Context: an optimization exercise on an open-source flow, tuned for small area and a short achievable clock period. The choices shown serve that exercise and are no tape-out recipe. Function was checked by simulation only, so behaviour that the tests miss may differ from the original.

==> flow/design.v (excerpt) <==
module iir_DF1_Biquad (
  input clk,
  input rst,
  input signed [15:0] din,
  output signed [15:0] dout
);
For scale: about 800 cells after synthesis, about 110 flip-flops, roughly 11,000 sq um of cells after synthesis.
export LEC_CHECK = 0
export CAP_MARGIN = 20
export CORE_MARGIN = 2
export CORE_UTILIZATION = 60
export CTS_BUF_LIST = sky130_fd_sc_hd__clkbuf_8
export PLACE_DENSITY = 0.8
export SLEW_MARGIN = 20
export SYNTH_HIERARCHICAL = 1
export SYNTH_MINIMUM_KEEP_SIZE = 0
create_clock -name core_clock -period 11.0 [get_ports {clk}]
standard.sh (not shown) runs the stock make flow with config.mk's settings and CLKGATE_MAP_FILE= SYNTH_SCRIPT=/design/flow/synth_recipe.tcl, a recipe that flattens the netlist after the stock synthesis.
==> flow/flow/run.sh <==
#!/bin/bash
# The standard layout (the standard.sh, standard synthesis unchanged) with a few
# settings changed: clock tree synthesis inserts no dummy loads, the port buffers are
# buf_2 cells instead of the default delay buffers, and timing repair aims for a
# setup slack of 7.0 ns rather than 0.
set -euo pipefail
export CTS_ARGS="-sink_clustering_enable -repair_clock_nets -buf_list {sky130_fd_sc_hd__clkbuf_8 sky130_fd_sc_hd__clkbuf_16} -dont_use_dummy_load"
export BUFFER_PORTS_ARGS="-buffer_cell sky130_fd_sc_hd__buf_2"
export SETUP_SLACK_MARGIN=7.0
bash standard.sh > standard.log 2>&1
Edit:
==> flow/flow/run.sh (replaced) <==
#!/bin/bash
# The standard layout (the standard.sh, standard synthesis unchanged) with a few
# settings changed: clock tree synthesis inserts no dummy loads, the port buffers are
# buf_2 cells instead of the default delay buffers, and timing repair aims for a
# setup slack of 6.8 ns rather than 0.
set -euo pipefail
export CTS_ARGS="-sink_clustering_enable -repair_clock_nets -buf_list {sky130_fd_sc_hd__clkbuf_8 sky130_fd_sc_hd__clkbuf_16} -dont_use_dummy_load"
export BUFFER_PORTS_ARGS="-buffer_cell sky130_fd_sc_hd__buf_2"
export SETUP_SLACK_MARGIN=6.8
bash standard.sh > standard.log 2>&1
Result:
- The changed run completed with no timing, DRC or antenna violations
- design area fell by a few percent
- clock-buffer cell count is unchanged
- worst setup slack degrades by 47 ps
- via count decreases by a few percent
- critical path depth stays the same
- register-to-register slack degrades by 50 ps
Edit:
==> flow/flow/run.sh (replaced) <==
#!/bin/bash
# The standard layout (the standard.sh, standard synthesis unchanged) with a few
# settings changed: clock tree synthesis inserts no dummy loads, the port buffers are
# buf_2 cells instead of the default delay buffers, and timing repair aims for a
# setup slack of 6.7 ns rather than 0.
set -euo pipefail
export CTS_ARGS="-sink_clustering_enable -repair_clock_nets -buf_list {sky130_fd_sc_hd__clkbuf_8 sky130_fd_sc_hd__clkbuf_16} -dont_use_dummy_load"
export BUFFER_PORTS_ARGS="-buffer_cell sky130_fd_sc_hd__buf_2"
export SETUP_SLACK_MARGIN=6.7
bash standard.sh > standard.log 2>&1
Result: Count of clock-buffer cells in the layout stays the same; via count increases by 1.2%; final area stays the same; wire length increases by about 1.8%; non-clock buffer count increases by 5.
Edit:
==> flow/flow/run.sh (replaced) <==
#!/bin/bash
# The standard layout (the standard.sh, standard synthesis unchanged) with a few
# settings changed: clock tree synthesis inserts no dummy loads, the port buffers are
# buf_2 cells instead of the default delay buffers, and timing repair aims for a
# setup slack of 6.9 ns rather than 0.
set -euo pipefail
export CTS_ARGS="-sink_clustering_enable -repair_clock_nets -buf_list {sky130_fd_sc_hd__clkbuf_8 sky130_fd_sc_hd__clkbuf_16} -dont_use_dummy_load"
export BUFFER_PORTS_ARGS="-buffer_cell sky130_fd_sc_hd__buf_2"
export SETUP_SLACK_MARGIN=6.9
bash standard.sh > standard.log 2>&1
CORE_UTILIZATION = 50   (was 60)
PLACE_DENSITY = 0.7   (was 0.8)
=> Count of clock-buffer cells in the layout is unchanged. Hold slack gains 18 ps. Worst setup slack improved by 190 ps. Cell count grows by about 5%. Final area increases by about 2%. Routed wire length went down by 5.0%.
Edit:
CORE_UTILIZATION = 60   (was 50)
PLACE_DENSITY = 0.8   (was 0.7)
=> Core utilization went up by 9.9 points. Non-clock buffer count went down by 8. Cell area went down by 0.84%. Clock skew went up by 8.0 ps. Synthesized cell count is unchanged. Worst setup slack degrades by 83 ps.

---

Another version of the RTL of iir_DF1_Biquad (not shown whole).
For scale: ~940 cells after synthesis, roughly 150 flip-flops, about 34 I/O pins, roughly 12000 µm² of cells after synthesis.
==> flow/config.mk <==
export PLATFORM = sky130hd
export DESIGN_NAME = iir_DF1_Biquad
export DESIGN_NICKNAME = iir_DF1_Biquad
export VERILOG_FILES = /design/flow/design.v
export SDC_FILE = /design/flow/constraint.sdc
export NUM_CORES = 4
export LEC_CHECK = 0
export CAP_MARGIN = 20
export CORE_MARGIN = 2
export CORE_UTILIZATION = 60
export CTS_BUF_LIST = sky130_fd_sc_hd__clkbuf_8
export PLACE_DENSITY = 0.8
export SLEW_MARGIN = 20
export SYNTH_HIERARCHICAL = 1
export SYNTH_MINIMUM_KEEP_SIZE = 0
==> flow/constraint.sdc <==
create_clock -name core_clock -period 11.0 [get_ports {clk}]
set_input_delay 2.2000 -clock core_clock [delete_from_list [all_inputs] [get_ports {clk}]]
set_output_delay 2.2000 -clock core_clock [all_outputs]
set_load 0.01 [all_outputs]
==> flow/flow/run.sh <==
#!/bin/bash
# The standard layout (the standard.sh, standard synthesis unchanged) with a few
# settings changed: clock tree synthesis inserts no dummy loads, the port buffers are
# buf_2 cells instead of the default delay buffers, and timing repair aims for a
# setup slack of 7.2 ns rather than 0.
set -euo pipefail
export CTS_ARGS="-sink_clustering_enable -repair_clock_nets -buf_list sky130_fd_sc_hd__clkbuf_8 -dont_use_dummy_load"
export BUFFER_PORTS_ARGS="-buffer_cell sky130_fd_sc_hd__buf_2"
export SETUP_SLACK_MARGIN=7.2
bash standard.sh > standard.log 2>&1
The first run produced a clean layout.
Change:
==> flow/flow/run.sh (replaced) <==
#!/bin/bash
# The standard layout (the standard.sh, standard synthesis unchanged) with two
# settings changed: clock tree synthesis inserts no dummy loads, and the port
# buffers are buf_2 cells instead of the default delay buffers.
set -euo pipefail
export CTS_ARGS="-sink_clustering_enable -repair_clock_nets -buf_list sky130_fd_sc_hd__clkbuf_8 -dont_use_dummy_load"
export BUFFER_PORTS_ARGS="-buffer_cell sky130_fd_sc_hd__buf_2"
bash standard.sh > standard.log 2>&1
The changed run completed without violations; cell area went down by 3.5%; clock-buffer cell count does not change; wire length went down by 2.7%; hold slack improved by 0.0090 ns; global-route usage is about the same; area after synthesis is unchanged; worst setup slack got worse by 0.26 ns; synthesized cell count does not change; die area stays the same.
Change:
==> flow/flow/run.sh (replaced) <==
#!/bin/bash
# The standard layout (the standard.sh, standard synthesis unchanged) with a few
# settings changed: clock tree synthesis inserts no dummy loads, the port buffers are
# buf_2 cells instead of the default delay buffers, and timing repair aims for a
# setup slack of 6.85 ns rather than 0.
set -euo pipefail
export CTS_ARGS="-sink_clustering_enable -repair_clock_nets -buf_list sky130_fd_sc_hd__clkbuf_8 -dont_use_dummy_load"
export BUFFER_PORTS_ARGS="-buffer_cell sky130_fd_sc_hd__buf_2"
export SETUP_SLACK_MARGIN=6.85
bash standard.sh > standard.log 2>&1
After rerunning:
- setup slack is better by 0.33 ns
- wire length grows by 4.8%
- design area came out higher by 1.9%
- critical path depth fell by 8
Change:
--- a/flow/flow/run.sh
+++ b/flow/flow/run.sh
@@ -4,3 +4,3 @@
 # buf_2 cells instead of the default delay buffers, and timing repair aims for a
-# setup slack of 6.85 ns rather than 0.
+# setup slack of 6.7 ns rather than 0.
 set -euo pipefail
@@ -8,3 +8,3 @@
 export BUFFER_PORTS_ARGS="-buffer_cell sky130_fd_sc_hd__buf_2"
-export SETUP_SLACK_MARGIN=6.85
+export SETUP_SLACK_MARGIN=6.7
 bash standard.sh > standard.log 2>&1
Worst setup slack is worse by 0.067 ns.
Via count decreases by a few percent.
Wire length decreases by a few percent.
Sequential share of layout area increases by 0.14 points.
Cell count decreases slightly.
First-iteration DRC count decreases by roughly a tenth.
Cell area decreases slightly.
Synthesized cell count stays the same.

---

iir_DF1_Biquad, a different RTL version from the one above (not shown whole).
Size: about 810 cells after synthesis, ~110 flip-flops, roughly 0.011 mm² of cells after synthesis.
==> flow/config.mk <==
export PLATFORM = sky130hd
export DESIGN_NAME = iir_DF1_Biquad
export DESIGN_NICKNAME = iir_DF1_Biquad
export VERILOG_FILES = /design/flow/design.v
export SDC_FILE = /design/flow/constraint.sdc
export NUM_CORES = 4
export LEC_CHECK = 0
export CAP_MARGIN = 20
export CORE_MARGIN = 2
export CORE_UTILIZATION = 60
export CTS_BUF_LIST = sky130_fd_sc_hd__clkbuf_8
export PLACE_DENSITY = 0.8
export SLEW_MARGIN = 20
export SYNTH_HIERARCHICAL = 1
export SYNTH_MINIMUM_KEEP_SIZE = 0
==> flow/constraint.sdc <==
create_clock -name core_clock -period 11.0 [get_ports {clk}]
set_input_delay 2.2000 -clock core_clock [delete_from_list [all_inputs] [get_ports {clk}]]
set_output_delay 2.2000 -clock core_clock [all_outputs]
set_load 0.01 [all_outputs]
==> flow/flow/run.sh <==
#!/bin/bash
# The standard layout (the standard.sh, standard synthesis unchanged) with a few
# settings changed: clock tree synthesis inserts no dummy loads, the port buffers are
# buf_2 cells instead of the default delay buffers, and timing repair aims for a
# setup slack of 6.7 ns rather than 0.
set -euo pipefail
export CTS_ARGS="-sink_clustering_enable -repair_clock_nets -buf_list sky130_fd_sc_hd__clkbuf_8 -sink_clustering_size 12 -dont_use_dummy_load"
export BUFFER_PORTS_ARGS="-buffer_cell sky130_fd_sc_hd__buf_2"
export SETUP_SLACK_MARGIN=6.7
bash standard.sh > standard.log 2>&1
Change:
--- a/flow/flow/run.sh
+++ b/flow/flow/run.sh
@@ -7 +7 @@
-export CTS_ARGS="-sink_clustering_enable -repair_clock_nets -buf_list sky130_fd_sc_hd__clkbuf_8 -sink_clustering_size 12 -dont_use_dummy_load"
+export CTS_ARGS="-sink_clustering_enable -repair_clock_nets -buf_list {sky130_fd_sc_hd__clkbuf_8 sky130_fd_sc_hd__clkbuf_16} -dont_use_dummy_load"
Outcome: Clock skew falls by 0.0084 ns. Synthesized cell count is unchanged. Flip-flop and latch count stays the same. Worst setup slack hardly moves. Register-to-register slack barely changes. Routed wire length rises by about 1%. Cell area rises by about 0.3%. Maximum frequency barely changes. Utilization rises by 0.20 points.

---

RTL: one of the versions met above, not the one the previous note started from.
Size in the first run: ~800 cells after synthesis, roughly 34 I/O pins, ~0.011 mm^2 of cells after synthesis.
Settings: LEC_CHECK=0, CAP_MARGIN=20, CORE_MARGIN=2, CORE_UTILIZATION=50, CTS_BUF_LIST=sky130_fd_sc_hd__clkbuf_8, PLACE_DENSITY=0.7, SLEW_MARGIN=20, SYNTH_HIERARCHICAL=1, SYNTH_MINIMUM_KEEP_SIZE=0; clock period 11.0 ns.
==> flow/flow/run.sh <==
#!/bin/bash
# The standard layout (the standard.sh, standard synthesis unchanged) with a few
# settings changed: clock tree synthesis inserts no dummy loads, the port buffers are
# buf_2 cells instead of the default delay buffers, and timing repair aims for a
# setup slack of 6.8 ns rather than 0.
set -euo pipefail
export CTS_ARGS="-sink_clustering_enable -repair_clock_nets -buf_list {sky130_fd_sc_hd__clkbuf_8 sky130_fd_sc_hd__clkbuf_16} -dont_use_dummy_load"
export BUFFER_PORTS_ARGS="-buffer_cell sky130_fd_sc_hd__buf_2"
export SETUP_SLACK_MARGIN=6.8
bash standard.sh > standard.log 2>&1
The starting point finished clean.
Edit:
==> flow/flow/run.sh (replaced) <==
#!/bin/bash
# The standard layout (the standard.sh, standard synthesis unchanged) with a few
# settings changed: clock tree synthesis inserts no dummy loads, the port buffers are
# buf_2 cells instead of the default delay buffers, and timing repair aims for a
# setup slack of 6.85 ns rather than 0.
set -euo pipefail
export CTS_ARGS="-sink_clustering_enable -repair_clock_nets -buf_list {sky130_fd_sc_hd__clkbuf_8 sky130_fd_sc_hd__clkbuf_16} -dont_use_dummy_load"
export BUFFER_PORTS_ARGS="-buffer_cell sky130_fd_sc_hd__buf_2"
export SETUP_SLACK_MARGIN=6.85
bash standard.sh > standard.log 2>&1
--- a/flow/config.mk
+++ b/flow/config.mk
@@ -8,7 +8,7 @@
 export CAP_MARGIN = 20
 export CORE_MARGIN = 2
-export CORE_UTILIZATION = 50
+export CORE_UTILIZATION = 60
 export CTS_BUF_LIST = sky130_fd_sc_hd__clkbuf_8
-export PLACE_DENSITY = 0.7
+export PLACE_DENSITY = 0.8
 export SLEW_MARGIN = 20
 export SYNTH_HIERARCHICAL = 1
Effect: The new run ran to the end with no violations; core utilization grows by 11 points; cell area grows slightly; clock-buffer cell count does not change; global-route usage grows by 6.1 points.

---

iir_DF1_Biquad, a different RTL version from the one above (not shown whole).
Size in the first run: about 940 cells after synthesis, ~160 flip-flops, ~34 I/O pins, roughly 13000 µm² of cells after synthesis.
clock: 11.0 ns
lec_check: 0
cap_margin: 20
core_margin: 2
core_utilization: 70
cts_buf_list: sky130_fd_sc_hd__clkbuf_8
place_density: 0.9
slew_margin: 20
synth_hierarchical: 1
synth_minimum_keep_size: 0
run.sh (not shown) runs the stock make flow with config.mk's settings and CLKGATE_MAP_FILE= SYNTH_SCRIPT=/design/flow/synth_recipe.tcl, a recipe that flattens the netlist after the stock synthesis.
Stock flow here: none of the scripts above is used.
Next try:
--- a/flow/config.mk
+++ b/flow/config.mk
@@ -10,3 +10,2 @@
-export CORE_UTILIZATION = 70
-export CTS_BUF_LIST = sky130_fd_sc_hd__clkbuf_8
-export PLACE_DENSITY = 0.9
+export CORE_UTILIZATION = 40
+export CTS_BUF_LIST = sky130_fd_sc_hd__clkbuf_4 sky130_fd_sc_hd__clkbuf_8
=> Hold slack improves by 0.0036 ns. Non-clock buffer count grows by 1. Die area grows by 73%.

-- what the ideal ports hide --
Ports are ideal in the flow. The routed layouts listed here were re-timed in OpenROAD.
Step 1 (the two cells are an assumption about what drives the block):
set clk [get_ports {clk}]
set_driving_cell -lib_cell sky130_fd_sc_hd__clkbuf_16 $clk
set_driving_cell -lib_cell sky130_fd_sc_hd__buf_2 [delete_from_list [all_inputs] $clk]
Step 2, shift: input delay + t, output delay - t, t = (earliest + latest rising clock arrival at the registers) / 2. This alone moves slack from input paths to output paths.
Slacks: no drivers / after step 1 / after step 2; pairs: no drivers / after step 1.
| run | t, ns | setup WS [ns] | worst data-port slew with drivers (ns) |
|---|---|---|---|
| the first run of note 1 | 0.397 | 6.973 / 6.973 / 6.897 | 0.04 |
| the second run of note 1 | 0.388 | 6.926 / 6.926 / 6.926 | 0.03 |
| the third run of note 1 | 0.394 | 6.846 / 6.846 / 6.846 | 0.03 |
| the fourth run of note 1 | 0.399 | 7.040 / 7.040 / 6.995 | 0.03 |
| the fifth run of note 1 | 0.394 | 6.957 / 6.957 / 6.957 | 0.04 |
| the first run of note 2 | 0.502 | 6.827 / 6.827 / 6.827 | 0.03 |
| the second run of note 2 | 0.482 | 6.563 / 6.563 / 6.563 | 0.03 |
| the third run of note 2 | 0.481 | 6.894 / 6.894 / 6.894 | 0.03 |
| the fourth run of note 2 | 0.476 | 6.827 / 6.827 / 6.827 | 0.03 |
| the first run of note 3 | 0.426 | 6.774 / 6.774 / 6.429 | 0.06 |
| the second run of note 3 | 0.398 | 6.775 / 6.775 / 6.451 | 0.05 |
| the first run of note 4 | 0.394 | 6.934 / 6.934 / 6.934 | 0.03 |
| the second run of note 4 | 0.395 | 6.949 / 6.949 / 6.949 | 0.03 |
| the first run of note 5 | 0.499 | 6.388 / 6.388 / 6.388 | 0.05 |
| the second run of note 5 | 0.488 | 6.567 / 6.567 / 6.567 | 0.05 |
After both steps every run listed still meets setup and hold. The setup slack of the first run of note 3, which loses most, moves by 0.000 ns with the drivers and by -0.345 ns with both steps.
